Context: an optimization exercise on an open-source flow, tuned for small area. The choices shown serve that exercise and are no tape-out recipe. In this exercise RTL edits were held to simulation tests only and were not proved equivalent to the original.

==> flow/flow/run.sh <==
#!/bin/bash
# Layout flow: the standard ORFS flow (standard.sh), with these changes:
#  - synthesis maps the design's SA_* gate modules one-to-one onto library cells
#    (flow/gatemap.tcl, run as ORFS's SYNTH_CANONICALIZE_TCL hook);
#  - ports are buffered with sky130_fd_sc_hd__buf_1;
#  - clock tree: clkbuf_4 buffers, sink clusters of up to CLUSTER sinks, no dummy loads;
#  - the largest buffers and inverters are added to the platform's don't-use list, so that
#    repair builds the reset tree from smaller buffers.
# Each ORFS step writes its full log under orfs/logs/; make's own output goes to flow_make.log.
set -euo pipefail
W=$(pwd)
CLUSTER=9
DIAMETER=50
PLAT_DU=$(make -s -C "$FLOW_HOME" DESIGN_CONFIG="$W/config.mk" WORK_HOME="$W/orfs" print-DONT_USE_CELLS | sed -n 's/^DONT_USE_CELLS: //p')
EXTRA_DU="sky130_fd_sc_hd__buf_8 sky130_fd_sc_hd__buf_12 sky130_fd_sc_hd__buf_16 sky130_fd_sc_hd__bufbuf_8 sky130_fd_sc_hd__bufbuf_16 sky130_fd_sc_hd__bufinv_8 sky130_fd_sc_hd__bufinv_16 sky130_fd_sc_hd__inv_12 sky130_fd_sc_hd__inv_16 sky130_fd_sc_hd__clkinv_16 sky130_fd_sc_hd__clkbuf_16"
bash standard.sh \
  "SYNTH_CANONICALIZE_TCL=$W/flow/gatemap.tcl" \
  "BUFFER_PORTS_ARGS=-buffer_cell sky130_fd_sc_hd__buf_1" \
  "CTS_ARGS=-sink_clustering_enable -repair_clock_nets -buf_list sky130_fd_sc_hd__clkbuf_4 -sink_clustering_size $CLUSTER -sink_clustering_max_diameter $DIAMETER -dont_use_dummy_load" \
  "DONT_USE_CELLS=$PLAT_DU $EXTRA_DU" \
  finish > "$W/flow_make.log" 2>&1
==> flow/flow/gatemap.tcl <==
# Map the design's gate modules (SA_*) one-to-one onto library cells of the same function.
foreach {m c} {
  SA_FA    sky130_fd_sc_hd__fa_1
  SA_HA    sky130_fd_sc_hd__ha_1
  SA_NOR2  sky130_fd_sc_hd__nor2_1
  SA_NAND2 sky130_fd_sc_hd__nand2_1
  SA_AOI21 sky130_fd_sc_hd__a21oi_1
  SA_OAI21 sky130_fd_sc_hd__o21ai_1
  SA_XOR2  sky130_fd_sc_hd__xor2_1
  SA_XNOR2 sky130_fd_sc_hd__xnor2_1
  SA_NOR2B sky130_fd_sc_hd__nor2b_1
  SA_INV   sky130_fd_sc_hd__inv_1
} {
  chtype -map $m $c
  delete $m
}
hierarchy -check -top $::env(DESIGN_NAME)
==> flow/standard.sh <==
#!/bin/bash
# synth_recipe.tcl (not shown) runs the flow's synth.tcl, then flattens the netlist and writes it again
# the make line also repeats each setting of config.mk as NAME=value (left out here)
make -C /OpenROAD-flow-scripts/flow DESIGN_CONFIG=/design/flow/config.mk WORK_HOME=/design/flow/orfs CLKGATE_MAP_FILE= SYNTH_SCRIPT=/design/flow/synth_recipe.tcl "${@:-finish}"
==> flow/config.mk <==
export PLATFORM = sky130hd
export DESIGN_NAME = Systolic_Array
export DESIGN_NICKNAME = Systolic_Array
export VERILOG_FILES = /design/flow/design.v
export SDC_FILE = /design/flow/constraint.sdc
export NUM_CORES = 4
export LEC_CHECK = 0
export CAP_MARGIN = 20
export CORE_MARGIN = 2
export CORE_UTILIZATION = 81
export GPL_TIMING_DRIVEN = 0
export SLEW_MARGIN = 20
==> flow/constraint.sdc <==
create_clock -name core_clock -period 5.2 [get_ports {i_clk}]
set_input_delay 1.0400 -clock core_clock [delete_from_list [all_inputs] [get_ports {i_clk}]]
set_output_delay 1.0400 -clock core_clock [all_outputs]
set_load 0.01 [all_outputs]
==> flow/design.v <==
module SA_FA (input A, B, CIN, output SUM, COUT);
  assign SUM  = A ^ B ^ CIN;
  assign COUT = (A & B) | (A & CIN) | (B & CIN);
endmodule
module SA_HA (input A, B, output SUM, COUT);
  assign SUM  = A ^ B;
  assign COUT = A & B;
endmodule
module SA_NOR2 (input A, B, output Y);
  assign Y = ~(A | B);
endmodule
module SA_NAND2 (input A, B, output Y);
  assign Y = ~(A & B);
endmodule
module SA_AOI21 (input A1, A2, B1, output Y);
  assign Y = ~((A1 & A2) | B1);
endmodule
module SA_OAI21 (input A1, A2, B1, output Y);
  assign Y = ~((A1 | A2) & B1);
endmodule
module SA_XOR2 (input A, B, output X);
  assign X = A ^ B;
endmodule
module SA_XNOR2 (input A, B, output Y);
  assign Y = ~(A ^ B);
endmodule
module SA_NOR2B (input A, B_N, output Y);
  assign Y = ~(A | ~B_N);
endmodule
module SA_INV (input A, output Y);
  assign Y = ~A;
endmodule
module PE (
    input  logic        i_clk, i_rst,
    input  logic [7:0]  i_Left_n, i_Top_n,
    output logic [7:0]  o_right_n, o_down_n,
    output logic [16:0] o_Cell_Value
  );
  wire [7:0] an = i_Left_n;
  wire [7:0] bn = i_Top_n;
  wire [16:0] acc = o_Cell_Value;
  wire pp1;
  SA_NOR2 u2 (.A(an[0]), .B(bn[0]), .Y(pp1));
  wire pp3;
  SA_NOR2 u4 (.A(an[0]), .B(bn[1]), .Y(pp3));
  wire pp5;
  SA_NOR2 u6 (.A(an[0]), .B(bn[2]), .Y(pp5));
  wire pp7;
  SA_NOR2 u8 (.A(an[0]), .B(bn[3]), .Y(pp7));
  wire pp9;
  SA_NOR2 u10 (.A(an[0]), .B(bn[4]), .Y(pp9));
  wire pp11;
  SA_NOR2 u12 (.A(an[0]), .B(bn[5]), .Y(pp11));
  wire pp13;
  SA_NOR2 u14 (.A(an[0]), .B(bn[6]), .Y(pp13));
  wire pp15;
  SA_NOR2 u16 (.A(an[0]), .B(bn[7]), .Y(pp15));
  wire pp17;
  SA_NOR2 u18 (.A(an[1]), .B(bn[0]), .Y(pp17));
  wire pp19;
  SA_NOR2 u20 (.A(an[1]), .B(bn[1]), .Y(pp19));
  wire pp21;
  SA_NOR2 u22 (.A(an[1]), .B(bn[2]), .Y(pp21));
  wire pp23;
  SA_NOR2 u24 (.A(an[1]), .B(bn[3]), .Y(pp23));
  wire pp25;
  SA_NOR2 u26 (.A(an[1]), .B(bn[4]), .Y(pp25));
  wire pp27;
  SA_NOR2 u28 (.A(an[1]), .B(bn[5]), .Y(pp27));
  wire pp29;
  SA_NOR2 u30 (.A(an[1]), .B(bn[6]), .Y(pp29));
  wire pp31;
  SA_NOR2 u32 (.A(an[1]), .B(bn[7]), .Y(pp31));
  wire pp33;
  SA_NOR2 u34 (.A(an[2]), .B(bn[0]), .Y(pp33));
  wire pp35;
  SA_NOR2 u36 (.A(an[2]), .B(bn[1]), .Y(pp35));
  wire pp37;
  SA_NOR2 u38 (.A(an[2]), .B(bn[2]), .Y(pp37));
  wire pp39;
  SA_NOR2 u40 (.A(an[2]), .B(bn[3]), .Y(pp39));
  wire pp41;
  SA_NOR2 u42 (.A(an[2]), .B(bn[4]), .Y(pp41));
  wire pp43;
  SA_NOR2 u44 (.A(an[2]), .B(bn[5]), .Y(pp43));
  wire pp45;
  SA_NOR2 u46 (.A(an[2]), .B(bn[6]), .Y(pp45));
  wire pp47;
  SA_NOR2 u48 (.A(an[2]), .B(bn[7]), .Y(pp47));
  wire pp49;
  SA_NOR2 u50 (.A(an[3]), .B(bn[0]), .Y(pp49));
  wire pp51;
  SA_NOR2 u52 (.A(an[3]), .B(bn[1]), .Y(pp51));
  wire pp53;
  SA_NOR2 u54 (.A(an[3]), .B(bn[2]), .Y(pp53));
  wire pp55;
  SA_NOR2 u56 (.A(an[3]), .B(bn[3]), .Y(pp55));
  wire pp57;
  SA_NOR2 u58 (.A(an[3]), .B(bn[4]), .Y(pp57));
  wire pp59;
  SA_NOR2 u60 (.A(an[3]), .B(bn[5]), .Y(pp59));
  wire pp61;
  SA_NOR2 u62 (.A(an[3]), .B(bn[6]), .Y(pp61));
  wire pp63;
  SA_NOR2 u64 (.A(an[3]), .B(bn[7]), .Y(pp63));
  wire pp65;
  SA_NOR2 u66 (.A(an[4]), .B(bn[0]), .Y(pp65));
  wire pp67;
  SA_NOR2 u68 (.A(an[4]), .B(bn[1]), .Y(pp67));
  wire pp69;
  SA_NOR2 u70 (.A(an[4]), .B(bn[2]), .Y(pp69));
  wire pp71;
  SA_NOR2 u72 (.A(an[4]), .B(bn[3]), .Y(pp71));
  wire pp73;
  SA_NOR2 u74 (.A(an[4]), .B(bn[4]), .Y(pp73));
  wire pp75;
  SA_NOR2 u76 (.A(an[4]), .B(bn[5]), .Y(pp75));
  wire pp77;
  SA_NOR2 u78 (.A(an[4]), .B(bn[6]), .Y(pp77));
  wire pp79;
  SA_NOR2 u80 (.A(an[4]), .B(bn[7]), .Y(pp79));
  wire pp81;
  SA_NOR2 u82 (.A(an[5]), .B(bn[0]), .Y(pp81));
  wire pp83;
  SA_NOR2 u84 (.A(an[5]), .B(bn[1]), .Y(pp83));
  wire pp85;
  SA_NOR2 u86 (.A(an[5]), .B(bn[2]), .Y(pp85));
  wire pp87;
  SA_NOR2 u88 (.A(an[5]), .B(bn[3]), .Y(pp87));
  wire pp89;
  SA_NOR2 u90 (.A(an[5]), .B(bn[4]), .Y(pp89));
  wire pp91;
  SA_NOR2 u92 (.A(an[5]), .B(bn[5]), .Y(pp91));
  wire pp93;
  SA_NOR2 u94 (.A(an[5]), .B(bn[6]), .Y(pp93));
  wire pp95;
  SA_NOR2 u96 (.A(an[5]), .B(bn[7]), .Y(pp95));
  wire pp97;
  SA_NOR2 u98 (.A(an[6]), .B(bn[0]), .Y(pp97));
  wire pp99;
  SA_NOR2 u100 (.A(an[6]), .B(bn[1]), .Y(pp99));
  wire pp101;
  SA_NOR2 u102 (.A(an[6]), .B(bn[2]), .Y(pp101));
  wire pp103;
  SA_NOR2 u104 (.A(an[6]), .B(bn[3]), .Y(pp103));
  wire pp105;
  SA_NOR2 u106 (.A(an[6]), .B(bn[4]), .Y(pp105));
  wire pp107;
  SA_NOR2 u108 (.A(an[6]), .B(bn[5]), .Y(pp107));
  wire pp109;
  SA_NOR2 u110 (.A(an[6]), .B(bn[6]), .Y(pp109));
  wire pp111;
  SA_NOR2 u112 (.A(an[6]), .B(bn[7]), .Y(pp111));
  wire pp113;
  SA_NOR2 u114 (.A(an[7]), .B(bn[0]), .Y(pp113));
  wire pp115;
  SA_NOR2 u116 (.A(an[7]), .B(bn[1]), .Y(pp115));
  wire pp117;
  SA_NOR2 u118 (.A(an[7]), .B(bn[2]), .Y(pp117));
  wire pp119;
  SA_NOR2 u120 (.A(an[7]), .B(bn[3]), .Y(pp119));
  wire pp121;
  SA_NOR2 u122 (.A(an[7]), .B(bn[4]), .Y(pp121));
  wire pp123;
  SA_NOR2 u124 (.A(an[7]), .B(bn[5]), .Y(pp123));
  wire pp125;
  SA_NOR2 u126 (.A(an[7]), .B(bn[6]), .Y(pp125));
  wire pp127;
  SA_NOR2 u128 (.A(an[7]), .B(bn[7]), .Y(pp127));
  wire s129;
  wire c130;
  SA_HA u131 (.A(acc[0]), .B(pp1), .SUM(s129), .COUT(c130));
  wire s132;
  wire c133;
  SA_FA u134 (.A(acc[1]), .B(pp3), .CIN(pp17), .SUM(s132), .COUT(c133));
  wire s135;
  wire c136;
  SA_HA u137 (.A(c130), .B(s132), .SUM(s135), .COUT(c136));
  wire s138;
  wire c139;
  SA_FA u140 (.A(acc[2]), .B(pp5), .CIN(pp19), .SUM(s138), .COUT(c139));
  wire s141;
  wire c142;
  SA_FA u143 (.A(pp33), .B(c133), .CIN(s138), .SUM(s141), .COUT(c142));
  wire s144;
  wire c145;
  SA_HA u146 (.A(c136), .B(s141), .SUM(s144), .COUT(c145));
  wire s147;
  wire c148;
  SA_FA u149 (.A(acc[3]), .B(pp7), .CIN(pp21), .SUM(s147), .COUT(c148));
  wire s150;
  wire c151;
  SA_FA u152 (.A(pp35), .B(pp49), .CIN(c139), .SUM(s150), .COUT(c151));
  wire s153;
  wire c154;
  SA_FA u155 (.A(s147), .B(s150), .CIN(c142), .SUM(s153), .COUT(c154));
  wire s156;
  wire c157;
  SA_HA u158 (.A(c145), .B(s153), .SUM(s156), .COUT(c157));
  wire s159;
  wire c160;
  SA_FA u161 (.A(acc[4]), .B(pp9), .CIN(pp23), .SUM(s159), .COUT(c160));
  wire s162;
  wire c163;
  SA_FA u164 (.A(pp37), .B(pp51), .CIN(pp65), .SUM(s162), .COUT(c163));
  wire s165;
  wire c166;
  SA_FA u167 (.A(c148), .B(s159), .CIN(s162), .SUM(s165), .COUT(c166));
  wire s168;
  wire c169;
  SA_HA u170 (.A(c151), .B(s165), .SUM(s168), .COUT(c169));
  wire s171;
  wire k172;
  wire p173;
  wire g174;
  SA_HA u175 (.A(c154), .B(s168), .SUM(p173), .COUT(g174));
  SA_AOI21 u176 (.A1(p173), .A2(c157), .B1(g174), .Y(k172));
  SA_XOR2 u177 (.A(p173), .B(c157), .X(s171));
  wire s178;
  wire c179;
  SA_FA u180 (.A(acc[5]), .B(pp11), .CIN(pp25), .SUM(s178), .COUT(c179));
  wire s181;
  wire c182;
  SA_FA u183 (.A(pp39), .B(pp53), .CIN(pp67), .SUM(s181), .COUT(c182));
  wire s184;
  wire c185;
  SA_FA u186 (.A(pp81), .B(c160), .CIN(c163), .SUM(s184), .COUT(c185));
  wire s187;
  wire c188;
  SA_FA u189 (.A(s178), .B(s181), .CIN(s184), .SUM(s187), .COUT(c188));
  wire s190;
  wire c191;
  SA_HA u192 (.A(c166), .B(c169), .SUM(s190), .COUT(c191));
  wire s193;
  wire k194;
  wire ng195;
  wire np196;
  SA_NAND2 u197 (.A(s187), .B(s190), .Y(ng195));
  SA_XNOR2 u198 (.A(s187), .B(s190), .Y(np196));
  SA_OAI21 u199 (.A1(np196), .A2(k172), .B1(ng195), .Y(k194));
  SA_XOR2 u200 (.A(np196), .B(k172), .X(s193));
  wire s201;
  wire c202;
  SA_FA u203 (.A(acc[6]), .B(pp13), .CIN(pp27), .SUM(s201), .COUT(c202));
  wire s204;
  wire c205;
  SA_FA u206 (.A(pp41), .B(pp55), .CIN(pp69), .SUM(s204), .COUT(c205));
  wire s207;
  wire c208;
  SA_FA u209 (.A(pp83), .B(pp97), .CIN(c179), .SUM(s207), .COUT(c208));
  wire s210;
  wire c211;
  SA_FA u212 (.A(c182), .B(s201), .CIN(s204), .SUM(s210), .COUT(c211));
  wire s213;
  wire c214;
  SA_FA u215 (.A(c185), .B(s207), .CIN(s210), .SUM(s213), .COUT(c214));
  wire s216;
  wire c217;
  SA_HA u218 (.A(c188), .B(c191), .SUM(s216), .COUT(c217));
  wire s219;
  wire k220;
  wire p221;
  wire g222;
  SA_HA u223 (.A(s213), .B(s216), .SUM(p221), .COUT(g222));
  SA_AOI21 u224 (.A1(p221), .A2(k194), .B1(g222), .Y(k220));
  SA_XOR2 u225 (.A(p221), .B(k194), .X(s219));
  wire s226;
  wire c227;
  SA_FA u228 (.A(acc[7]), .B(pp15), .CIN(pp29), .SUM(s226), .COUT(c227));
  wire s229;
  wire c230;
  SA_FA u231 (.A(pp43), .B(pp57), .CIN(pp71), .SUM(s229), .COUT(c230));
  wire s232;
  wire c233;
  SA_FA u234 (.A(pp85), .B(pp99), .CIN(pp113), .SUM(s232), .COUT(c233));
  wire s235;
  wire c236;
  SA_FA u237 (.A(c202), .B(c205), .CIN(s226), .SUM(s235), .COUT(c236));
  wire s238;
  wire c239;
  SA_FA u240 (.A(s229), .B(s232), .CIN(c208), .SUM(s238), .COUT(c239));
  wire s241;
  wire c242;
  SA_FA u243 (.A(c211), .B(s235), .CIN(s238), .SUM(s241), .COUT(c242));
  wire s244;
  wire c245;
  SA_HA u246 (.A(c214), .B(c217), .SUM(s244), .COUT(c245));
  wire s247;
  wire k248;
  wire ng249;
  wire np250;
  SA_NAND2 u251 (.A(s241), .B(s244), .Y(ng249));
  SA_XNOR2 u252 (.A(s241), .B(s244), .Y(np250));
  SA_OAI21 u253 (.A1(np250), .A2(k220), .B1(ng249), .Y(k248));
  SA_XOR2 u254 (.A(np250), .B(k220), .X(s247));
  wire s255;
  wire c256;
  SA_FA u257 (.A(acc[8]), .B(pp31), .CIN(pp45), .SUM(s255), .COUT(c256));
  wire s258;
  wire c259;
  SA_FA u260 (.A(pp59), .B(pp73), .CIN(pp87), .SUM(s258), .COUT(c259));
  wire s261;
  wire c262;
  SA_FA u263 (.A(pp101), .B(pp115), .CIN(c227), .SUM(s261), .COUT(c262));
  wire s264;
  wire c265;
  SA_FA u266 (.A(c230), .B(c233), .CIN(s255), .SUM(s264), .COUT(c265));
  wire s267;
  wire c268;
  SA_FA u269 (.A(s258), .B(s261), .CIN(c236), .SUM(s267), .COUT(c268));
  wire s270;
  wire c271;
  SA_FA u272 (.A(s264), .B(c239), .CIN(s267), .SUM(s270), .COUT(c271));
  wire s273;
  wire c274;
  SA_HA u275 (.A(c242), .B(c245), .SUM(s273), .COUT(c274));
  wire s276;
  wire k277;
  wire p278;
  wire g279;
  SA_HA u280 (.A(s270), .B(s273), .SUM(p278), .COUT(g279));
  SA_AOI21 u281 (.A1(p278), .A2(k248), .B1(g279), .Y(k277));
  SA_XOR2 u282 (.A(p278), .B(k248), .X(s276));
  wire s283;
  wire c284;
  SA_FA u285 (.A(acc[9]), .B(pp47), .CIN(pp61), .SUM(s283), .COUT(c284));
  wire s286;
  wire c287;
  SA_FA u288 (.A(pp75), .B(pp89), .CIN(pp103), .SUM(s286), .COUT(c287));
  wire s289;
  wire c290;
  SA_FA u291 (.A(pp117), .B(c256), .CIN(c259), .SUM(s289), .COUT(c290));
  wire s292;
  wire c293;
  SA_FA u294 (.A(s283), .B(s286), .CIN(c262), .SUM(s292), .COUT(c293));
  wire s295;
  wire c296;
  SA_FA u297 (.A(s289), .B(c265), .CIN(s292), .SUM(s295), .COUT(c296));
  wire s298;
  wire c299;
  SA_FA u300 (.A(c268), .B(s295), .CIN(c271), .SUM(s298), .COUT(c299));
  wire s301;
  wire k302;
  wire ng303;
  wire np304;
  SA_NAND2 u305 (.A(c274), .B(s298), .Y(ng303));
  SA_XNOR2 u306 (.A(c274), .B(s298), .Y(np304));
  SA_OAI21 u307 (.A1(np304), .A2(k277), .B1(ng303), .Y(k302));
  SA_XOR2 u308 (.A(np304), .B(k277), .X(s301));
  wire s309;
  wire c310;
  SA_FA u311 (.A(acc[10]), .B(pp63), .CIN(pp77), .SUM(s309), .COUT(c310));
  wire s312;
  wire c313;
  SA_FA u314 (.A(pp91), .B(pp105), .CIN(pp119), .SUM(s312), .COUT(c313));
  wire s315;
  wire c316;
  SA_FA u317 (.A(c284), .B(c287), .CIN(s309), .SUM(s315), .COUT(c316));
  wire s318;
  wire c319;
  SA_FA u320 (.A(s312), .B(c290), .CIN(s315), .SUM(s318), .COUT(c319));
  wire s321;
  wire c322;
  SA_FA u323 (.A(c293), .B(s318), .CIN(c296), .SUM(s321), .COUT(c322));
  wire s324;
  wire k325;
  wire p326;
  wire g327;
  SA_HA u328 (.A(c299), .B(s321), .SUM(p326), .COUT(g327));
  SA_AOI21 u329 (.A1(p326), .A2(k302), .B1(g327), .Y(k325));
  SA_XOR2 u330 (.A(p326), .B(k302), .X(s324));
  wire s331;
  wire c332;
  SA_FA u333 (.A(acc[11]), .B(pp79), .CIN(pp93), .SUM(s331), .COUT(c332));
  wire s334;
  wire c335;
  SA_FA u336 (.A(pp107), .B(pp121), .CIN(c310), .SUM(s334), .COUT(c335));
  wire s337;
  wire c338;
  SA_FA u339 (.A(c313), .B(s331), .CIN(s334), .SUM(s337), .COUT(c338));
  wire s340;
  wire c341;
  SA_FA u342 (.A(c316), .B(s337), .CIN(c319), .SUM(s340), .COUT(c341));
  wire s343;
  wire k344;
  wire ng345;
  wire np346;
  SA_NAND2 u347 (.A(c322), .B(s340), .Y(ng345));
  SA_XNOR2 u348 (.A(c322), .B(s340), .Y(np346));
  SA_OAI21 u349 (.A1(np346), .A2(k325), .B1(ng345), .Y(k344));
  SA_XOR2 u350 (.A(np346), .B(k325), .X(s343));
  wire s351;
  wire c352;
  SA_FA u353 (.A(acc[12]), .B(pp95), .CIN(pp109), .SUM(s351), .COUT(c352));
  wire s354;
  wire c355;
  SA_FA u356 (.A(pp123), .B(c332), .CIN(s351), .SUM(s354), .COUT(c355));
  wire s357;
  wire c358;
  SA_FA u359 (.A(c335), .B(s354), .CIN(c338), .SUM(s357), .COUT(c358));
  wire s360;
  wire k361;
  wire p362;
  wire g363;
  SA_HA u364 (.A(c341), .B(s357), .SUM(p362), .COUT(g363));
  SA_AOI21 u365 (.A1(p362), .A2(k344), .B1(g363), .Y(k361));
  SA_XOR2 u366 (.A(p362), .B(k344), .X(s360));
  wire s367;
  wire c368;
  SA_FA u369 (.A(acc[13]), .B(pp111), .CIN(pp125), .SUM(s367), .COUT(c368));
  wire s370;
  wire c371;
  SA_FA u372 (.A(c352), .B(s367), .CIN(c355), .SUM(s370), .COUT(c371));
  wire s373;
  wire k374;
  wire ng375;
  wire np376;
  SA_NAND2 u377 (.A(c358), .B(s370), .Y(ng375));
  SA_XNOR2 u378 (.A(c358), .B(s370), .Y(np376));
  SA_OAI21 u379 (.A1(np376), .A2(k361), .B1(ng375), .Y(k374));
  SA_XOR2 u380 (.A(np376), .B(k361), .X(s373));
  wire s381;
  wire c382;
  SA_FA u383 (.A(acc[14]), .B(pp127), .CIN(c368), .SUM(s381), .COUT(c382));
  wire s384;
  wire k385;
  wire p386;
  wire g387;
  SA_HA u388 (.A(c371), .B(s381), .SUM(p386), .COUT(g387));
  SA_AOI21 u389 (.A1(p386), .A2(k374), .B1(g387), .Y(k385));
  SA_XOR2 u390 (.A(p386), .B(k374), .X(s384));
  wire s391;
  wire k392;
  wire ng393;
  wire np394;
  SA_NAND2 u395 (.A(acc[15]), .B(c382), .Y(ng393));
  SA_XNOR2 u396 (.A(acc[15]), .B(c382), .Y(np394));
  SA_OAI21 u397 (.A1(np394), .A2(k385), .B1(ng393), .Y(k392));
  SA_XOR2 u398 (.A(np394), .B(k385), .X(s391));
  wire s399;
  SA_XOR2 u400 (.A(acc[16]), .B(k392), .X(s399));
  wire [16:0] nxt = {s399, s391, s384, s373, s360, s343, s324, s301, s276, s247, s219, s193, s171, s156, s144, s135, s129};
  always @(posedge i_clk or posedge i_rst)
    if (i_rst) begin
      o_right_n    <= 8'hff;
      o_down_n     <= 8'hff;
      o_Cell_Value <= 17'd0;
    end else begin
      o_right_n    <= i_Left_n;
      o_down_n     <= i_Top_n;
      o_Cell_Value <= nxt;
    end
endmodule
module Systolic_Array #(parameter data_width=8) (
  input  logic                      i_clk     , i_rst,
  input  logic [data_width-1:0]     i_Cell_A1 , i_Cell_A4,i_Cell_A7,
  input  logic [data_width-1:0]     i_Cell_B1 , i_Cell_B2,i_Cell_B3,
  output logic [(data_width*2):0]   o_cell_1  , o_cell_2 , o_cell_3 , o_cell_4 , o_cell_5, o_cell_6 , o_cell_7, o_cell_8, o_cell_9
);
  wire [7:0] A1n, A4n, A7n, B1n, B2n, B3n;
  genvar k;
  for (k = 0; k < 8; k = k + 1) begin : inv
    SA_INV ia1 (.A(i_Cell_A1[k]), .Y(A1n[k]));
    SA_INV ia4 (.A(i_Cell_A4[k]), .Y(A4n[k]));
    SA_INV ia7 (.A(i_Cell_A7[k]), .Y(A7n[k]));
    SA_INV ib1 (.A(i_Cell_B1[k]), .Y(B1n[k]));
    SA_INV ib2 (.A(i_Cell_B2[k]), .Y(B2n[k]));
    SA_INV ib3 (.A(i_Cell_B3[k]), .Y(B3n[k]));
  end
  wire [7:0] A12, A23, A45, A56, A78, A89;
  wire [7:0] B14, B47, B25, B58, B36, B69;
  PE PE1 (i_clk, i_rst, A1n, B1n, A12, B14, o_cell_1);
  PE PE2 (i_clk, i_rst, A12, B2n, A23, B25, o_cell_2);
  PE PE3 (i_clk, i_rst, A23, B3n,    , B36, o_cell_3);
  PE PE4 (i_clk, i_rst, A4n, B14, A45, B47, o_cell_4);
  PE PE5 (i_clk, i_rst, A45, B25, A56, B58, o_cell_5);
  PE PE6 (i_clk, i_rst, A56, B36,    , B69, o_cell_6);
  PE PE7 (i_clk, i_rst, A7n, B47, A78,    , o_cell_7);
  PE PE8 (i_clk, i_rst, A78, B58, A89,    , o_cell_8);
  PE PE9 (i_clk, i_rst, A89, B69,    ,    , o_cell_9);
endmodule
==> results of run 1 <==
[area by class of cell]
type	instances	share of cell area, %
clock buffer	38	1.217
multi-input combinational	1503	65.49
sequential	249	27.09
antenna	1	0.01067
inverter	49	0.8005
tap	341	1.820
timing repair buffer	209	3.570
[metal layers]
metal,vias up,track usage [%]
met3,215,6.888
met2,821,64.91
met5,-,0
li1,6128,-
met1,7790,50.91
met4,0,17.13
[worst min path at each step]
stage | startpoint | endpoint | cells after the start
6_report | i_rst | PE3.o_Cell_Value[6]$_DFF_PP0_ | 2
5_1_grt | i_rst | PE3.o_Cell_Value[1]$_DFF_PP0_ | 2
4_1_cts | i_rst | PE3.o_Cell_Value[6]$_DFF_PP0_ | 2
3_5_place_dp | PE1.o_down_n[6]$_DFF_PP1_ | PE4.o_down_n[6]$_DFF_PP1_ | 0
3_3_place_gp | PE3.o_down_n[7]$_DFF_PP1_ | PE6.o_down_n[7]$_DFF_PP1_ | 0
2_1_floorplan | PE1.o_down_n[0]$_DFF_PP1_ | PE4.o_down_n[0]$_DFF_PP1_ | 0
[worst reg2reg max path, delay by kind of cell (launching register included)]
| kind | cells | cell delay [ns] |
|---|---|---|
| DFF | 1 | 0.66 |
| and+or+nand+nor | 1 | 0.11 |
| adders and majority gates | 4 | 1.63 |
| xor gates and xnor gates | 1 | 0.15 |
| AOI/OAI and AO/OA | 12 | 2.26 |
[per-stage QoR]
stage	TNS (ns)	instances	utilization (%)
floorplan	0	1801	-
global placement	-69.14	2344	86.08
detailed placement	-5.892	2351	86.37
CTS	0	2389	87.44
global route	-0.01057	2390	87.73
finish	0	2390	87.73
[repair_timing]
item | in CTS | in global routing
endpoints found under the hold margin | 0 | 0
endpoints found under the setup margin | 0 | 16
gates resized for setup | 0 | 45
[logic make-up after synthesis]
logic type,after synthesis,share of synthesized area (%)
adder cells (fa/ha/maj),594,49.86
flip-flops,249,29.11
buffers and inverters,49,0.8431
AND/OR/NAND/NOR,630,10.84
XOR/XNOR,171,6.865
AO/OA/AOI/OAI,108,2.478
[cells in the mapped netlist]
cell type | n | area share, %
sky130_fd_sc_hd__a21oi_1 | 54 | 1.2
sky130_fd_sc_hd__nand2_1 | 54 | 0.93
sky130_fd_sc_hd__dfrtp_1 | 153 | 18
sky130_fd_sc_hd__xor2_1 | 117 | 4.7
sky130_fd_sc_hd__dfstp_2 | 96 | 12
sky130_fd_sc_hd__nor2_1 | 576 | 9.9
sky130_fd_sc_hd__fa_1 | 459 | 42
sky130_fd_sc_hd__o21ai_1 | 54 | 1.2
sky130_fd_sc_hd__ha_1 | 135 | 7.7
sky130_fd_sc_hd__inv_1 | 49 | 0.84
sky130_fd_sc_hd__xnor2_1 | 54 | 2.2
[flip-flops by register name, indices dropped and copies added (netlist names), 17 cells and up]
name,cells
PE9.o_Cell_Value,17
PE7.o_Cell_Value,17
PE3.o_Cell_Value,17
PE6.o_Cell_Value,17
PE5.o_Cell_Value,17
PE8.o_Cell_Value,17
PE2.o_Cell_Value,17
PE4.o_Cell_Value,17
PE1.o_Cell_Value,17
==> summary.log, run 1 <==
[outcome] status complete, no violations
[grt] vias in the first global route 17,270
[setup_path] Critical Path Fanout Max 9
[synthesis] number of warnings printed during yosys synthesis 2
[detailed_routing] detailed-route vias per instance 6.257
[cells_and_area] Area Overhead vs Synth 7.473%
[clock_network] CTS Buf Count 38
[timing] worst slew margin relative to its limit 70.26%
[clock_network] root buffer cell sky130_fd_sc_hd__clkbuf_4
[detailed_routing] detailed-routed wire length on met3 3986 um
[timing] Fmax achieved 0.2017 GHz
[grt] pin count of the biggest net entering global routing 38
[cells_and_area] multi-input logic area 15,360 um^2
[clock_network] sink count of the clock tree 249
[synthesis] netlist area before placement 21,820 um^2
[detailed_routing] total via count in the routed design 14,950
[synthesis] post-synthesis cell count 1,801
[cells_and_area] Register Area 6351 um^2
[setup_path] critical register-to-register path startpoint PE3.o_down_n[2]$_DFF_PP1_
[clock_network] CTS tree built
[timing] worst hold margin 0.3718 ns
[detailed_routing] routed length per placed instance 21.00 um
[floorplanning] horizontal die dimension 168.1 um
[timing] final clock period utilization by the worst path 95.34%
[grt] number of antenna violations at the first check in global routing 1
[grt] global router's overall resource usage 38.67%
[timing] final critical path time including I/O delays and setup 4.957 ns
[setup_path] category of cells accounting for the largest share of critical-path delay adder cells
[placed_design] Port Buffers 202
[synthesis] Net Count, Synth 2,445
[floorplanning] count of pins on the block boundary 203
[placed_design] global placement routability congestion 0.9190
[synthesis] mean post-synth cell area 12.11 um^2
[detailed_routing] total wire length after detailed routing 50,200 um
[grt] GR Overflow Total 0
[setup_path] timing startpoint of the critical path i_Cell_A7[2]
[timing] Worst Tran Pin Value 0.4451 ns
[synthesis] synth unique cells 11
[setup_path] cell count along the critical path 20
[cells_and_area] commonest cells after routing, fill and taps aside sky130_fd_sc_hd__nor2_1 (576), sky130_fd_sc_hd__fa_1 (459), sky130_fd_sc_hd__buf_1 (202)
[cells_and_area] # nets final 2,694
[clock_network] Setup Fix Bufs, Post-CTS 0
[setup_path] cells traversed along the worst timing path buf_1 -> inv_1 -> nor2_1 -> fa_1 -> fa_1 -> ha_1 -> ha_1 -> ha_1 -> ha_1 -> a21oi_2 -> o21ai_1 -> a21oi_1 -> o21ai_1 -> a21oi_2 -> o21ai_1 -> a21oi_2 -> o21ai_1 -> a21oi_2 -> o21ai_1 -> xor2_1
[setup_path] CP endpoint PE7.o_Cell_Value[16]$_DFF_PP0_
[floorplanning] initial core utilization 81.63%
[detailed_routing] Routed met2 length 25,980 um
[floorplanning] Die Outline Area 28,260 um^2
[placed_design] Place WS -0.6255 ns
[setup_path] Reg2Reg Capture Point PE6.o_Cell_Value[16]$_DFF_PP0_
[cells_and_area] fill cell count 1,301
[clock_network] maximum level of the CTS H-tree 2
[timing] Max Slew Vio Count 0
[setup_path] R2R setup slack 0.25 ns
[timing] Clock Skew 0.06313 ns
[setup_path] CP startpoint kind input pin
[timing] final setup violating endpoints 0
[cells_and_area] most frequent standard cell in the layout excluding fill and tap cells sky130_fd_sc_hd__nor2_1
[cells_and_area] final cell area excluding filler cells 23,450 um^2
[setup_path] cell occurring most often along the worst timing path sky130_fd_sc_hd__o21ai_1
[setup_path] number of buffers and inverters on the critical path 2
[detailed_routing] First-pass DRT Iterations 6
[detailed_routing] highest layer used for signal routing met4
[setup_path] type of the worst setup path in2reg
[min_path] min-delay worst type in2async
[timing] final setup slack of the worst path 0.2426 ns
[setup_path] slowest stage cell, crit path sky130_fd_sc_hd__fa_1
[placed_design] Post-DP Area 23,080 um^2
[synthesis] portion of the post-synthesis area used by sequential elements 29.11%
[setup_path] worst r2r path cells 18
[setup_path] worst endpoint required time 5.78 ns
[cells_and_area] layout cell share with drive strength beyond 1 9.131%
[clock_network] clock latency on the worst-skew pair 0.68 ns
[flow_run] Max-Cap Viols 0
[clock_network] clock slew seen by the registers of the worst setup and hold paths 0.11 ns
[setup_path] maximum single-stage delay on the critical path 0.57 ns
[synthesis] number of flip-flops and latches in the synthesized netlist 249
[detailed_routing] drt drc 0
[grt] wire length of the first global-routing pass 84,680 um
[setup_path] Arr. time, crit path 5.53 ns
[setup_path] crit path capture type flop
[placed_design] HPWL after detailed placement 39,520 um
[floorplanning] standard-cell rows 60
[clock_network] cts hold-fix bufs 0
[floorplanning] Die Height 168.1 um
[detailed_routing] M1 WL 17,870 um
[floorplanning] area of the core region 26,730 um^2
[detailed_routing] initial detailed-routing violation count 1,136
[timing] Hold Vio Cnt, Final 0
[detailed_routing] Final ANT Viol Nets 0
[clock_network] worst-case clock buffer depth 3
==> inputs of run 2 (changes only) <==
--- a/flow/config.mk
+++ b/flow/config.mk
@@ -7,6 +7,6 @@
 export LEC_CHECK = 0
 export CAP_MARGIN = 20
 export CORE_MARGIN = 2
-export CORE_UTILIZATION = 81
+export CORE_UTILIZATION = 78
 export GPL_TIMING_DRIVEN = 0
 export SLEW_MARGIN = 20
==> run 2 against run 1 <==
- via count decreased by 1.9%
- maximum frequency down 0.31%
- sequential cell count stayed put
- die area rose by 3.8%
- register-to-register slack better by 0.02 ns
- worst setup slack lost 0.015 ns
- clock skew fell by 0.024 ns
- synthesized area unchanged
- sequential share of layout area down 0.078 points
- highest routed layer unchanged
- largest cell class unchanged
==> summary.log, run 2 <==
[placed_design] HPWL after detailed placement 38,820 um [-1.8%]
[cells_and_area] Area Overhead vs Synth 7.783%
[timing] Max Slew Vio Count 0 [unchanged]
[clock_network] clock slew seen by the registers of the worst setup and hold paths 0.11 ns [about the same]
[synthesis] synth unique cells 11 [unchanged]
[cells_and_area] most frequent standard cell in the layout excluding fill and tap cells sky130_fd_sc_hd__nor2_1
[setup_path] slowest stage cell, crit path sky130_fd_sc_hd__fa_1
[cells_and_area] final cell area excluding filler cells 23,510 um^2 [+0.29%]
[timing] Worst Tran Pin Value 0.4616 ns [+0.01649 ns]
[setup_path] category of cells accounting for the largest share of critical-path delay adder cells
[synthesis] ranking of synthesized cells by instance count sky130_fd_sc_hd__nor2_1 (576), sky130_fd_sc_hd__fa_1 (459), sky130_fd_sc_hd__dfrtp_1 (153), sky130_fd_sc_hd__ha_1 (135), sky130_fd_sc_hd__xor2_1 (117)
[timing] Hold Vio Cnt, Final 0 [unchanged]
[detailed_routing] First-pass DRT Iterations 6 [unchanged]
[setup_path] cells traversed along the worst timing path buf_1 -> inv_1 -> nor2_1 -> fa_1 -> fa_1 -> fa_1 -> fa_1 -> fa_1 -> xnor2_1 -> o21ai_1 -> a21oi_1 -> o21ai_1 -> a21oi_1 -> o21ai_1 -> a21oi_1 -> o21ai_1 -> xor2_1
[synthesis] number of flip-flops and latches in the synthesized netlist 249 [unchanged]
[synthesis] most common cell in the netlist sky130_fd_sc_hd__nor2_1
[setup_path] Critical Path Fanout Max 9 [unchanged]
[floorplanning] initial core utilization 78.96% [-2.7 points]
[timing] final critical path time including I/O delays and setup 4.973 ns [+0.01521 ns]
[clock_network] clock latency on the worst-skew pair 0.67 ns [about the same]
[setup_path] worst r2r path cells 18 [unchanged]
[synthesis] post-synthesis cell count 1,801 [unchanged]
[clock_network] CTS tree built
[setup_path] maximum single-stage delay on the critical path 0.50 ns [-0.07 ns]
[clock_network] cts hold-fix bufs 0 [unchanged]
[placed_design] global placement routability congestion 0.9237 [+0.51%]
[clock_network] worst-case clock buffer depth 3 [unchanged]
[setup_path] R2R setup slack 0.27 ns [+0.02 ns]
[timing] final setup violating endpoints 0 [unchanged]
[timing] Clock Skew 0.03901 ns [-0.02412 ns]
[synthesis] Top FF cell, synth sky130_fd_sc_hd__dfrtp_1
[timing] worst slew margin relative to its limit 69.16% [-1.1 points]
[placed_design] Placed Cells incl. Taps 2,389 [+1.6%]
[flow_run] Max-Cap Viols 0 [unchanged]
[synthesis] number of warnings printed during yosys synthesis 2 [unchanged]
[outcome] status complete, no violations
[setup_path] type of the worst setup path in2reg
[cells_and_area] fill cell count 1,517 [+17%]
[min_path] min-delay worst type in2async
[clock_network] maximum level of the CTS H-tree 2 [unchanged]
[cells_and_area] Register Area 6351 um^2 [unchanged]
[grt] GR Overflow Total 0 [unchanged]
[detailed_routing] Final ANT Viol Nets 0 [unchanged]
[synthesis] async set-or-reset flop fraction in the synthesized netlist 100.0% [unchanged]
[synthesis] number of flops mapped to enable cells by yosys 0 [unchanged]
[grt] wire length of the first global-routing pass 81,280 um [-4.0%]
[setup_path] Arr. time, crit path 5.52 ns [about the same]
[grt] vias in the first global route 16,800 [-2.7%]
[detailed_routing] detailed-route vias per instance 6.031 [-3.6%]
[floorplanning] Die Height 171.2 um [+1.9%]
[detailed_routing] initial detailed-routing violation count 1,020 [-10%]
[setup_path] crit path capture type flop
[detailed_routing] drt drc 0 [unchanged]
[placed_design] Port Buffers 202 [unchanged]
[detailed_routing] total wire length after detailed routing 49,390 um [-1.6%]
[synthesis] mean post-synth cell area 12.11 um^2 [unchanged]
[floorplanning] horizontal die dimension 171.2 um [+1.9%]
[setup_path] cell count along the critical path 17 [-15%]
[synthesis] portion of the post-synthesis area used by sequential elements 29.11% [unchanged]
[cells_and_area] commonest cells after routing, fill and taps aside sky130_fd_sc_hd__nor2_1 (576), sky130_fd_sc_hd__fa_1 (459), sky130_fd_sc_hd__buf_1 (202)
[cells_and_area] # nets final 2,700 [+0.22%]
[timing] final clock period utilization by the worst path 95.63% [+0.29 points]
[setup_path] worst endpoint required time 5.75 ns [-0.03 ns]
[clock_network] CTS Buf Count 38 [unchanged]
[cells_and_area] multi-input logic area 15,340 um^2 [-0.12%]
[grt] global router's overall resource usage 36.29% [-2.4 points]
[detailed_routing] total via count in the routed design 14,670 [-1.9%]
[synthesis] Net Count, Synth 2,445 [unchanged]
[floorplanning] Die Outline Area 29,320 um^2 [+3.8%]
[timing] Fmax achieved 0.2011 GHz [-0.31%]
[clock_network] sink count of the clock tree 249 [unchanged]
[floorplanning] count of pins on the block boundary 203 [unchanged]
[floorplanning] area of the core region 27,630 um^2 [+3.4%]
[synthesis] leading post-synthesis cells by cell area sky130_fd_sc_hd__fa_1 (42%), sky130_fd_sc_hd__dfrtp_1 (18%), sky130_fd_sc_hd__dfstp_2 (12%)
[grt] number of antenna violations at the first check in global routing 1 [unchanged]
[cells_and_area] layout cell share with drive strength beyond 1 9.202% [+0.071 points]
[placed_design] Post-DP Area 23,140 um^2 [+0.25%]
[setup_path] cell occurring most often along the worst timing path sky130_fd_sc_hd__fa_1
[grt] pin count of the biggest net entering global routing 36 [-5.3%]
[setup_path] number of buffers and inverters on the critical path 2 [unchanged]
[synthesis] netlist area before placement 21,820 um^2 [unchanged]
[cells_and_area] final cell count without fillers 2,433 [+1.8%]
[synthesis] area share of the largest cell type after synthesis 42.12% [unchanged]
[setup_path] CP startpoint kind input pin
[detailed_routing] routed length per placed instance 20.30 um [-3.3%]
[clock_network] root buffer cell sky130_fd_sc_hd__clkbuf_4
[synthesis] leading area contributor after synthesis sky130_fd_sc_hd__fa_1
[floorplanning] standard-cell rows 61 [+1.7%]
[timing] worst hold margin 0.3442 ns [-0.02761 ns]
run 2: cell count changes in the layout (fill, tap and decap cells not counted), sizes merged:
cell | previous run | this run
buf | 209 | 215
inv | 48 | 47
clkinvlp | 1 | 2
run 2: final timing paths:
path                                             from                             end
max in group asynchronous                       i_rst       PE4.o_down_n[7]$_DFF_PP1_
max                                      i_Cell_B1[6]  PE1.o_Cell_Value[16]$_DFF_PP0_
min                                             i_rst   PE3.o_Cell_Value[7]$_DFF_PP0_
max reg2reg                PE4.o_right_n[0]$_DFF_PP1_  PE5.o_Cell_Value[16]$_DFF_PP0_
min in group core_clock     PE1.o_down_n[6]$_DFF_PP1_       PE4.o_down_n[6]$_DFF_PP1_
min reg2reg                 PE1.o_down_n[6]$_DFF_PP1_       PE4.o_down_n[6]$_DFF_PP1_
run 2: kinds of logic (layout without fill, tap and decap cells):
| logic type | count (synthesis) | count (layout) | share of synthesized area, % |
|---|---|---|---|
| simple gates | 630 | 630 | 10.84 |
| fa+ha+maj | 594 | 594 | 49.86 |
| flops | 249 | 249 | 29.11 |
| xor+xnor | 171 | 171 | 6.865 |
| compound gates | 108 | 108 | 2.478 |
| buf+inv | 49 | 302 | 0.8431 |
| other cells | 0 | 1 | 0 |
run 2: metal layers:
metal  GRT usage (%)  routed length [um]  part of all wire (%)  up-vias
li1                -                   -                     -     6154
met1           47.30               18160                    37     7631
met2           59.82               25390                    51      698
met3           7.570                3638                   7.4      191
met4           16.80                2204                   4.5        0
met5               0                   0                     0        -
run 2: per-stage QoR:
stage               setup slack (ns)  util (%)   TNS, ns
finish                        0.2274     85.11         0
global route                -0.01895     85.11  -0.03466
CTS                           0.1266     84.79         0
detailed placement           -0.5689     83.76    -5.841
global placement             -0.4814     83.43    -71.59
floorplan                     0.1863         -         0
run 2: timing repair:
| item | CTS | global route |
|---|---|---|
| setup endpoints to repair | 0 | 15 |
| setup buffers | 0 | 5 |
| gates resized for setup | 0 | 41 |
run 2: cell type report:
class / count / area share, %
multi-input combinational: 1503 / 65.23
timing repair buffer: 215 / 3.714
clock buffer: 38 / 1.213
tap: 378 / 2.011
sequential: 249 / 27.01
antenna: 1 / 0.01064
inverter: 49 / 0.8141
==> inputs of run 3 (changes only) <==
--- a/flow/design.v
+++ b/flow/design.v
@@ -256,190 +256,184 @@
   SA_FA u215 (.A(c185), .B(s207), .CIN(s210), .SUM(s213), .COUT(c214));
   wire s216;
   wire c217;
-  SA_HA u218 (.A(c188), .B(c191), .SUM(s216), .COUT(c217));
+  SA_FA u218 (.A(c188), .B(c191), .CIN(s213), .SUM(s216), .COUT(c217));
   wire s219;
   wire k220;
-  wire p221;
-  wire g222;
-  SA_HA u223 (.A(s213), .B(s216), .SUM(p221), .COUT(g222));
-  SA_AOI21 u224 (.A1(p221), .A2(k194), .B1(g222), .Y(k220));
-  SA_XOR2 u225 (.A(p221), .B(k194), .X(s219));
+  SA_XOR2 u221 (.A(s216), .B(k194), .X(s219));
+  SA_NAND2 u222 (.A(s216), .B(k194), .Y(k220));
+  wire s223;
+  wire c224;
+  SA_FA u225 (.A(acc[7]), .B(pp15), .CIN(pp29), .SUM(s223), .COUT(c224));
   wire s226;
   wire c227;
-  SA_FA u228 (.A(acc[7]), .B(pp15), .CIN(pp29), .SUM(s226), .COUT(c227));
+  SA_FA u228 (.A(pp43), .B(pp57), .CIN(pp71), .SUM(s226), .COUT(c227));
   wire s229;
   wire c230;
-  SA_FA u231 (.A(pp43), .B(pp57), .CIN(pp71), .SUM(s229), .COUT(c230));
+  SA_FA u231 (.A(pp85), .B(pp99), .CIN(pp113), .SUM(s229), .COUT(c230));
   wire s232;
   wire c233;
-  SA_FA u234 (.A(pp85), .B(pp99), .CIN(pp113), .SUM(s232), .COUT(c233));
+  SA_FA u234 (.A(c202), .B(c205), .CIN(s223), .SUM(s232), .COUT(c233));
   wire s235;
   wire c236;
-  SA_FA u237 (.A(c202), .B(c205), .CIN(s226), .SUM(s235), .COUT(c236));
+  SA_FA u237 (.A(s226), .B(s229), .CIN(c208), .SUM(s235), .COUT(c236));
   wire s238;
   wire c239;
-  SA_FA u240 (.A(s229), .B(s232), .CIN(c208), .SUM(s238), .COUT(c239));
+  SA_FA u240 (.A(c211), .B(s232), .CIN(s235), .SUM(s238), .COUT(c239));
   wire s241;
   wire c242;
-  SA_FA u243 (.A(c211), .B(s235), .CIN(s238), .SUM(s241), .COUT(c242));
+  SA_HA u243 (.A(c214), .B(s238), .SUM(s241), .COUT(c242));
   wire s244;
-  wire c245;
-  SA_HA u246 (.A(c214), .B(c217), .SUM(s244), .COUT(c245));
-  wire s247;
-  wire k248;
-  wire ng249;
-  wire np250;
-  SA_NAND2 u251 (.A(s241), .B(s244), .Y(ng249));
-  SA_XNOR2 u252 (.A(s241), .B(s244), .Y(np250));
-  SA_OAI21 u253 (.A1(np250), .A2(k220), .B1(ng249), .Y(k248));
-  SA_XOR2 u254 (.A(np250), .B(k220), .X(s247));
+  wire k245;
+  wire ng246;
+  wire np247;
+  SA_NAND2 u248 (.A(c217), .B(s241), .Y(ng246));
+  SA_XNOR2 u249 (.A(c217), .B(s241), .Y(np247));
+  SA_OAI21 u250 (.A1(np247), .A2(k220), .B1(ng246), .Y(k245));
+  SA_XOR2 u251 (.A(np247), .B(k220), .X(s244));
+  wire s252;
+  wire c253;
+  SA_FA u254 (.A(acc[8]), .B(pp31), .CIN(pp45), .SUM(s252), .COUT(c253));
   wire s255;
   wire c256;
-  SA_FA u257 (.A(acc[8]), .B(pp31), .CIN(pp45), .SUM(s255), .COUT(c256));
+  SA_FA u257 (.A(pp59), .B(pp73), .CIN(pp87), .SUM(s255), .COUT(c256));
   wire s258;
   wire c259;
-  SA_FA u260 (.A(pp59), .B(pp73), .CIN(pp87), .SUM(s258), .COUT(c259));
+  SA_FA u260 (.A(pp101), .B(pp115), .CIN(c224), .SUM(s258), .COUT(c259));
   wire s261;
   wire c262;
-  SA_FA u263 (.A(pp101), .B(pp115), .CIN(c227), .SUM(s261), .COUT(c262));
+  SA_FA u263 (.A(c227), .B(c230), .CIN(s252), .SUM(s261), .COUT(c262));
   wire s264;
   wire c265;
-  SA_FA u266 (.A(c230), .B(c233), .CIN(s255), .SUM(s264), .COUT(c265));
+  SA_FA u266 (.A(s255), .B(s258), .CIN(c233), .SUM(s264), .COUT(c265));
   wire s267;
   wire c268;
-  SA_FA u269 (.A(s258), .B(s261), .CIN(c236), .SUM(s267), .COUT(c268));
+  SA_FA u269 (.A(s261), .B(c236), .CIN(s264), .SUM(s267), .COUT(c268));
   wire s270;
   wire c271;
-  SA_FA u272 (.A(s264), .B(c239), .CIN(s267), .SUM(s270), .COUT(c271));
+  SA_FA u272 (.A(c239), .B(s267), .CIN(c242), .SUM(s270), .COUT(c271));
   wire s273;
-  wire c274;
-  SA_HA u275 (.A(c242), .B(c245), .SUM(s273), .COUT(c274));
-  wire s276;
-  wire k277;
-  wire p278;
-  wire g279;
-  SA_HA u280 (.A(s270), .B(s273), .SUM(p278), .COUT(g279));
-  SA_AOI21 u281 (.A1(p278), .A2(k248), .B1(g279), .Y(k277));
-  SA_XOR2 u282 (.A(p278), .B(k248), .X(s276));
+  wire k274;
+  SA_XOR2 u275 (.A(s270), .B(k245), .X(s273));
+  SA_NAND2 u276 (.A(s270), .B(k245), .Y(k274));
+  wire s277;
+  wire c278;
+  SA_FA u279 (.A(acc[9]), .B(pp47), .CIN(pp61), .SUM(s277), .COUT(c278));
+  wire s280;
+  wire c281;
+  SA_FA u282 (.A(pp75), .B(pp89), .CIN(pp103), .SUM(s280), .COUT(c281));
   wire s283;
   wire c284;
-  SA_FA u285 (.A(acc[9]), .B(pp47), .CIN(pp61), .SUM(s283), .COUT(c284));
+  SA_FA u285 (.A(pp117), .B(c253), .CIN(c256), .SUM(s283), .COUT(c284));
   wire s286;
   wire c287;
-  SA_FA u288 (.A(pp75), .B(pp89), .CIN(pp103), .SUM(s286), .COUT(c287));
+  SA_FA u288 (.A(s277), .B(s280), .CIN(c259), .SUM(s286), .COUT(c287));
   wire s289;
   wire c290;
-  SA_FA u291 (.A(pp117), .B(c256), .CIN(c259), .SUM(s289), .COUT(c290));
+  SA_FA u291 (.A(s283), .B(c262), .CIN(s286), .SUM(s289), .COUT(c290));
   wire s292;
   wire c293;
-  SA_FA u294 (.A(s283), .B(s286), .CIN(c262), .SUM(s292), .COUT(c293));
+  SA_FA u294 (.A(c265), .B(s289), .CIN(c268), .SUM(s292), .COUT(c293));
   wire s295;
-  wire c296;
-  SA_FA u297 (.A(s289), .B(c265), .CIN(s292), .SUM(s295), .COUT(c296));
-  wire s298;
-  wire c299;
-  SA_FA u300 (.A(c268), .B(s295), .CIN(c271), .SUM(s298), .COUT(c299));
-  wire s301;
-  wire k302;
-  wire ng303;
-  wire np304;
-  SA_NAND2 u305 (.A(c274), .B(s298), .Y(ng303));
-  SA_XNOR2 u306 (.A(c274), .B(s298), .Y(np304));
-  SA_OAI21 u307 (.A1(np304), .A2(k277), .B1(ng303), .Y(k302));
-  SA_XOR2 u308 (.A(np304), .B(k277), .X(s301));
+  wire k296;
+  wire ng297;
+  wire np298;
+  SA_NAND2 u299 (.A(c271), .B(s292), .Y(ng297));
+  SA_XNOR2 u300 (.A(c271), .B(s292), .Y(np298));
+  SA_OAI21 u301 (.A1(np298), .A2(k274), .B1(ng297), .Y(k296));
+  SA_XOR2 u302 (.A(np298), .B(k274), .X(s295));
+  wire s303;
+  wire c304;
+  SA_FA u305 (.A(acc[10]), .B(pp63), .CIN(pp77), .SUM(s303), .COUT(c304));
+  wire s306;
+  wire c307;
+  SA_FA u308 (.A(pp91), .B(pp105), .CIN(pp119), .SUM(s306), .COUT(c307));
   wire s309;
   wire c310;
-  SA_FA u311 (.A(acc[10]), .B(pp63), .CIN(pp77), .SUM(s309), .COUT(c310));
+  SA_FA u311 (.A(c278), .B(c281), .CIN(s303), .SUM(s309), .COUT(c310));
   wire s312;
   wire c313;
-  SA_FA u314 (.A(pp91), .B(pp105), .CIN(pp119), .SUM(s312), .COUT(c313));
+  SA_FA u314 (.A(s306), .B(c284), .CIN(s309), .SUM(s312), .COUT(c313));
   wire s315;
   wire c316;
-  SA_FA u317 (.A(c284), .B(c287), .CIN(s309), .SUM(s315), .COUT(c316));
+  SA_FA u317 (.A(c287), .B(s312), .CIN(c290), .SUM(s315), .COUT(c316));
   wire s318;
-  wire c319;
-  SA_FA u320 (.A(s312), .B(c290), .CIN(s315), .SUM(s318), .COUT(c319));
-  wire s321;
-  wire c322;
-  SA_FA u323 (.A(c293), .B(s318), .CIN(c296), .SUM(s321), .COUT(c322));
-  wire s324;
-  wire k325;
-  wire p326;
-  wire g327;
-  SA_HA u328 (.A(c299), .B(s321), .SUM(p326), .COUT(g327));
-  SA_AOI21 u329 (.A1(p326), .A2(k302), .B1(g327), .Y(k325));
-  SA_XOR2 u330 (.A(p326), .B(k302), .X(s324));
+  wire k319;
+  wire p320;
+  wire g321;
+  SA_HA u322 (.A(c293), .B(s315), .SUM(p320), .COUT(g321));
+  SA_AOI21 u323 (.A1(p320), .A2(k296), .B1(g321), .Y(k319));
+  SA_XOR2 u324 (.A(p320), .B(k296), .X(s318));
+  wire s325;
+  wire c326;
+  SA_FA u327 (.A(acc[11]), .B(pp79), .CIN(pp93), .SUM(s325), .COUT(c326));
+  wire s328;
+  wire c329;
+  SA_FA u330 (.A(pp107), .B(pp121), .CIN(c304), .SUM(s328), .COUT(c329));
   wire s331;
   wire c332;
-  SA_FA u333 (.A(acc[11]), .B(pp79), .CIN(pp93), .SUM(s331), .COUT(c332));
+  SA_FA u333 (.A(c307), .B(s325), .CIN(s328), .SUM(s331), .COUT(c332));
   wire s334;
   wire c335;
-  SA_FA u336 (.A(pp107), .B(pp121), .CIN(c310), .SUM(s334), .COUT(c335));
+  SA_FA u336 (.A(c310), .B(s331), .CIN(c313), .SUM(s334), .COUT(c335));
   wire s337;
-  wire c338;
-  SA_FA u339 (.A(c313), .B(s331), .CIN(s334), .SUM(s337), .COUT(c338));
-  wire s340;
-  wire c341;
-  SA_FA u342 (.A(c316), .B(s337), .CIN(c319), .SUM(s340), .COUT(c341));
-  wire s343;
-  wire k344;
-  wire ng345;
-  wire np346;
-  SA_NAND2 u347 (.A(c322), .B(s340), .Y(ng345));
-  SA_XNOR2 u348 (.A(c322), .B(s340), .Y(np346));
-  SA_OAI21 u349 (.A1(np346), .A2(k325), .B1(ng345), .Y(k344));
-  SA_XOR2 u350 (.A(np346), .B(k325), .X(s343));
+  wire k338;
+  wire ng339;
+  wire np340;
+  SA_NAND2 u341 (.A(c316), .B(s334), .Y(ng339));
+  SA_XNOR2 u342 (.A(c316), .B(s334), .Y(np340));
+  SA_OAI21 u343 (.A1(np340), .A2(k319), .B1(ng339), .Y(k338));
+  SA_XOR2 u344 (.A(np340), .B(k319), .X(s337));
+  wire s345;
+  wire c346;
+  SA_FA u347 (.A(acc[12]), .B(pp95), .CIN(pp109), .SUM(s345), .COUT(c346));
+  wire s348;
+  wire c349;
+  SA_FA u350 (.A(pp123), .B(c326), .CIN(s345), .SUM(s348), .COUT(c349));
   wire s351;
   wire c352;
-  SA_FA u353 (.A(acc[12]), .B(pp95), .CIN(pp109), .SUM(s351), .COUT(c352));
+  SA_FA u353 (.A(c329), .B(s348), .CIN(c332), .SUM(s351), .COUT(c352));
   wire s354;
-  wire c355;
-  SA_FA u356 (.A(pp123), .B(c332), .CIN(s351), .SUM(s354), .COUT(c355));
-  wire s357;
-  wire c358;
-  SA_FA u359 (.A(c335), .B(s354), .CIN(c338), .SUM(s357), .COUT(c358));
-  wire s360;
-  wire k361;
-  wire p362;
-  wire g363;
-  SA_HA u364 (.A(c341), .B(s357), .SUM(p362), .COUT(g363));
-  SA_AOI21 u365 (.A1(p362), .A2(k344), .B1(g363), .Y(k361));
-  SA_XOR2 u366 (.A(p362), .B(k344), .X(s360));
+  wire k355;
+  wire p356;
+  wire g357;
+  SA_HA u358 (.A(c335), .B(s351), .SUM(p356), .COUT(g357));
+  SA_AOI21 u359 (.A1(p356), .A2(k338), .B1(g357), .Y(k355));
+  SA_XOR2 u360 (.A(p356), .B(k338), .X(s354));
+  wire s361;
+  wire c362;
+  SA_FA u363 (.A(acc[13]), .B(pp111), .CIN(pp125), .SUM(s361), .COUT(c362));
+  wire s364;
+  wire c365;
+  SA_FA u366 (.A(c346), .B(s361), .CIN(c349), .SUM(s364), .COUT(c365));
   wire s367;
-  wire c368;
-  SA_FA u369 (.A(acc[13]), .B(pp111), .CIN(pp125), .SUM(s367), .COUT(c368));
-  wire s370;
-  wire c371;
-  SA_FA u372 (.A(c352), .B(s367), .CIN(c355), .SUM(s370), .COUT(c371));
-  wire s373;
-  wire k374;
-  wire ng375;
-  wire np376;
-  SA_NAND2 u377 (.A(c358), .B(s370), .Y(ng375));
-  SA_XNOR2 u378 (.A(c358), .B(s370), .Y(np376));
-  SA_OAI21 u379 (.A1(np376), .A2(k361), .B1(ng375), .Y(k374));
-  SA_XOR2 u380 (.A(np376), .B(k361), .X(s373));
-  wire s381;
-  wire c382;
-  SA_FA u383 (.A(acc[14]), .B(pp127), .CIN(c368), .SUM(s381), .COUT(c382));
-  wire s384;
-  wire k385;
-  wire p386;
-  wire g387;
-  SA_HA u388 (.A(c371), .B(s381), .SUM(p386), .COUT(g387));
-  SA_AOI21 u389 (.A1(p386), .A2(k374), .B1(g387), .Y(k385));
-  SA_XOR2 u390 (.A(p386), .B(k374), .X(s384));
-  wire s391;
-  wire k392;
-  wire ng393;
-  wire np394;
-  SA_NAND2 u395 (.A(acc[15]), .B(c382), .Y(ng393));
-  SA_XNOR2 u396 (.A(acc[15]), .B(c382), .Y(np394));
-  SA_OAI21 u397 (.A1(np394), .A2(k385), .B1(ng393), .Y(k392));
-  SA_XOR2 u398 (.A(np394), .B(k385), .X(s391));
-  wire s399;
-  SA_XOR2 u400 (.A(acc[16]), .B(k392), .X(s399));
-  wire [16:0] nxt = {s399, s391, s384, s373, s360, s343, s324, s301, s276, s247, s219, s193, s171, s156, s144, s135, s129};
+  wire k368;
+  wire ng369;
+  wire np370;
+  SA_NAND2 u371 (.A(c352), .B(s364), .Y(ng369));
+  SA_XNOR2 u372 (.A(c352), .B(s364), .Y(np370));
+  SA_OAI21 u373 (.A1(np370), .A2(k355), .B1(ng369), .Y(k368));
+  SA_XOR2 u374 (.A(np370), .B(k355), .X(s367));
+  wire s375;
+  wire c376;
+  SA_FA u377 (.A(acc[14]), .B(pp127), .CIN(c362), .SUM(s375), .COUT(c376));
+  wire s378;
+  wire k379;
+  wire p380;
+  wire g381;
+  SA_HA u382 (.A(c365), .B(s375), .SUM(p380), .COUT(g381));
+  SA_AOI21 u383 (.A1(p380), .A2(k368), .B1(g381), .Y(k379));
+  SA_XOR2 u384 (.A(p380), .B(k368), .X(s378));
+  wire s385;
+  wire k386;
+  wire ng387;
+  wire np388;
+  SA_NAND2 u389 (.A(acc[15]), .B(c376), .Y(ng387));
+  SA_XNOR2 u390 (.A(acc[15]), .B(c376), .Y(np388));
+  SA_OAI21 u391 (.A1(np388), .A2(k379), .B1(ng387), .Y(k386));
+  SA_XOR2 u392 (.A(np388), .B(k379), .X(s385));
+  wire s393;
+  SA_XOR2 u394 (.A(acc[16]), .B(k386), .X(s393));
+  wire [16:0] nxt = {s393, s385, s378, s367, s354, s337, s318, s295, s273, s244, s219, s193, s171, s156, s144, s135, s129};
   always @(posedge i_clk or posedge i_rst)
     if (i_rst) begin
       o_right_n    <= 8'hff;
--- a/flow/flow/run.sh
+++ b/flow/flow/run.sh
@@ -9,7 +9,7 @@
 # Each ORFS step writes its full log under orfs/logs/; make's own output goes to flow_make.log.
 set -euo pipefail
 W=$(pwd)
-CLUSTER=9
+CLUSTER=8
 DIAMETER=50
 PLAT_DU=$(make -s -C "$FLOW_HOME" DESIGN_CONFIG="$W/config.mk" WORK_HOME="$W/orfs" print-DONT_USE_CELLS | sed -n 's/^DONT_USE_CELLS: //p')
 EXTRA_DU="sky130_fd_sc_hd__buf_8 sky130_fd_sc_hd__buf_12 sky130_fd_sc_hd__buf_16 sky130_fd_sc_hd__bufbuf_8 sky130_fd_sc_hd__bufbuf_16 sky130_fd_sc_hd__bufinv_8 sky130_fd_sc_hd__bufinv_16 sky130_fd_sc_hd__inv_12 sky130_fd_sc_hd__inv_16 sky130_fd_sc_hd__clkinv_16 sky130_fd_sc_hd__clkbuf_16"
--- a/flow/config.mk
+++ b/flow/config.mk
@@ -7,6 +7,6 @@
 export LEC_CHECK = 0
 export CAP_MARGIN = 20
 export CORE_MARGIN = 2
-export CORE_UTILIZATION = 78
+export CORE_UTILIZATION = 80
 export GPL_TIMING_DRIVEN = 0
 export SLEW_MARGIN = 20
==> run 3 against run 2 <==
- wire length rose by 0.99%
- cell count fell by 1.9%
- still clean on timing, DRC and antenna
- register-to-register slack got worse by 0.13 ns
- clock skew rose by 0.070 ns
==> summary.log, run 3 <==
[detailed_routing] drt drc 0 [unchanged]
[setup_path] number of buffers and inverters on the critical path 0 [-2]
[setup_path] Arr. time, crit path 5.58 ns [+0.06 ns]
[grt] pin count of the biggest net entering global routing 38 [+5.6%]
[detailed_routing] detailed-route vias per instance 6.178 [+2.4%]
[detailed_routing] initial detailed-routing violation count 1,218 [+19%]
[setup_path] category of cells accounting for the largest share of critical-path delay adder cells
[synthesis] mean post-synth cell area 12.17 um^2 [+0.49%]
[setup_path] cell occurring most often along the worst timing path sky130_fd_sc_hd__fa_1
[clock_network] clock slew seen by the registers of the worst setup and hold paths 0.10 ns [about the same]
[setup_path] maximum single-stage delay on the critical path 0.66 ns [+0.16 ns]
[clock_network] maximum level of the CTS H-tree 2 [unchanged]
[synthesis] number of flip-flops and latches in the synthesized netlist 249 [unchanged]
[placed_design] Place WS -0.5774 ns [-0.008501 ns]
[setup_path] type of the worst setup path reg2reg
[timing] Max Slew Vio Count 0 [unchanged]
[outcome] status complete, no violations
[setup_path] R2R setup slack 0.14 ns [-0.13 ns]
[timing] Clock Skew 0.1095 ns [+0.07047 ns]
[grt] wire length of the first global-routing pass 83,210 um [+2.4%]
[min_path] worst hold path startpoint PE1.o_down_n[0]$_DFF_PP1_
[clock_network] CTS Buf Count 40 [+5.3%]
## run 3: through the flow
stage                     hold slack [ns]  cell area, um^2  utilization (%)  std cells
final                              0.3735            23410            87.34       2386
after global routing               0.3920            23410            87.34       2386
after CTS                          0.3807            23270            86.83       2373
after detailed placement           0.4272            22970            85.71       2333
after global placement             0.4264            22890            85.42       2326
after floorplan                    0.3958            21710                -       1783
## run 3: layout make-up
class                      count  share of cell area (%)
sequential                   249                   27.13
timing repair buffer         221                   3.864
multi-input combinational   1485                   65.07
clock buffer                  40                   1.283
tap                          341                   1.823
antenna                        1                 0.01069
inverter                      49                  0.8178
## run 3: routing by layer
layer	part of all wire (%)	wire length (um)
met5	0	0
met3	7.7	3830
met2	51	25530
met4	4.9	2435
met1	36	18080
## run 3: repair_timing
action,4_1_cts,5_1_grt
setup endpoints to repair,0,13
gates resized for setup,0,37
setup buffers,0,12
## run 3: cells by family after synthesis
| group | Yosys count | share of synthesized area [%] |
|---|---|---|
| DFF | 249 | 29.26 |
| xor gates and xnor gates | 171 | 6.901 |
| AOI/OAI and AO/OA | 90 | 2.075 |
| and+or+nand+nor | 648 | 11.21 |
| adders and majority gates | 576 | 49.71 |
| buffers and inverters | 49 | 0.8475 |
## run 3: worst max path at each step
stage | depth (start not counted) | end | slack [ns] | startpoint
after floorplan | 17 | PE1.o_Cell_Value[16]$_DFF_PP0_ | 0.10 | i_Cell_A1[0]
after global placement | 2 | PE8.o_Cell_Value[8]$_DFF_PP0_ | -0.46 | i_rst
after detailed placement | 18 | PE1.o_Cell_Value[16]$_DFF_PP0_ | -0.58 | i_Cell_B1[5]
after CTS | 18 | PE1.o_Cell_Value[16]$_DFF_PP0_ | 0.09 | i_Cell_B1[5]
after global routing | 16 | PE9.o_Cell_Value[16]$_DFF_PP0_ | -0.02 | PE8.o_right_n[0]$_DFF_PP1_
final | 16 | PE8.o_Cell_Value[16]$_DFF_PP0_ | 0.14 | PE5.o_down_n[5]$_DFF_PP1_
## run 3: worst reg2reg max path: stages (launching register included)
cell                      delay [ns]
sky130_fd_sc_hd__dfstp_2        0.66
sky130_fd_sc_hd__nor2_1         0.09
sky130_fd_sc_hd__fa_1           0.41
sky130_fd_sc_hd__fa_1           0.40
sky130_fd_sc_hd__fa_1           0.51
sky130_fd_sc_hd__fa_1           0.42
sky130_fd_sc_hd__ha_1           0.21
sky130_fd_sc_hd__fa_1           0.40
sky130_fd_sc_hd__xnor2_1        0.24
sky130_fd_sc_hd__o21ai_1        0.14
sky130_fd_sc_hd__a21oi_1        0.37
sky130_fd_sc_hd__o21ai_2        0.14
sky130_fd_sc_hd__a21oi_2        0.20
sky130_fd_sc_hd__o21ai_1        0.12
sky130_fd_sc_hd__a21oi_1        0.24
sky130_fd_sc_hd__o21ai_1        0.15
sky130_fd_sc_hd__xor2_1         0.17

-- what the ideal ports hide --
No port has a modelled driver above. Below, the same layouts with a new extraction and two added sets of constraints. Step 1 sets driving cells, clkbuf_16 on the clock port and buf_2 on the other inputs (assumed; they add their load-dependent delay and slew). Step 2, shift: input delay + t, output delay - t, t = (earliest + latest rising clock arrival at the registers) / 2. This alone moves slack from input paths to output paths. Three values: ideal ports, drivers, drivers and shift; two values: the first two.
run | t, ns | slack for setup (ns) | worst hold slack (ns) | worst setup path at the end | clock arrival spread, ns
run 1 | 0.698 | 0.243 / 0.254 / -0.432 | 0.372 / 0.343 / 0.392 | input to register | 0.063 / 0.064
run 2 | 0.707 | 0.227 / 0.257 / -0.450 | 0.344 / 0.322 / 0.416 | input to register | 0.058 / 0.058
run 3 | 0.703 | 0.144 / 0.144 / -0.487 | 0.373 / 0.373 / 0.373 | input to register | 0.111 / 0.111
With both steps, setup timing fails in every run listed, where it was met with ideal ports. For run 2, which loses most, drivers alone change the setup slack by +0.030 ns; drivers and shift together by -0.677 ns.
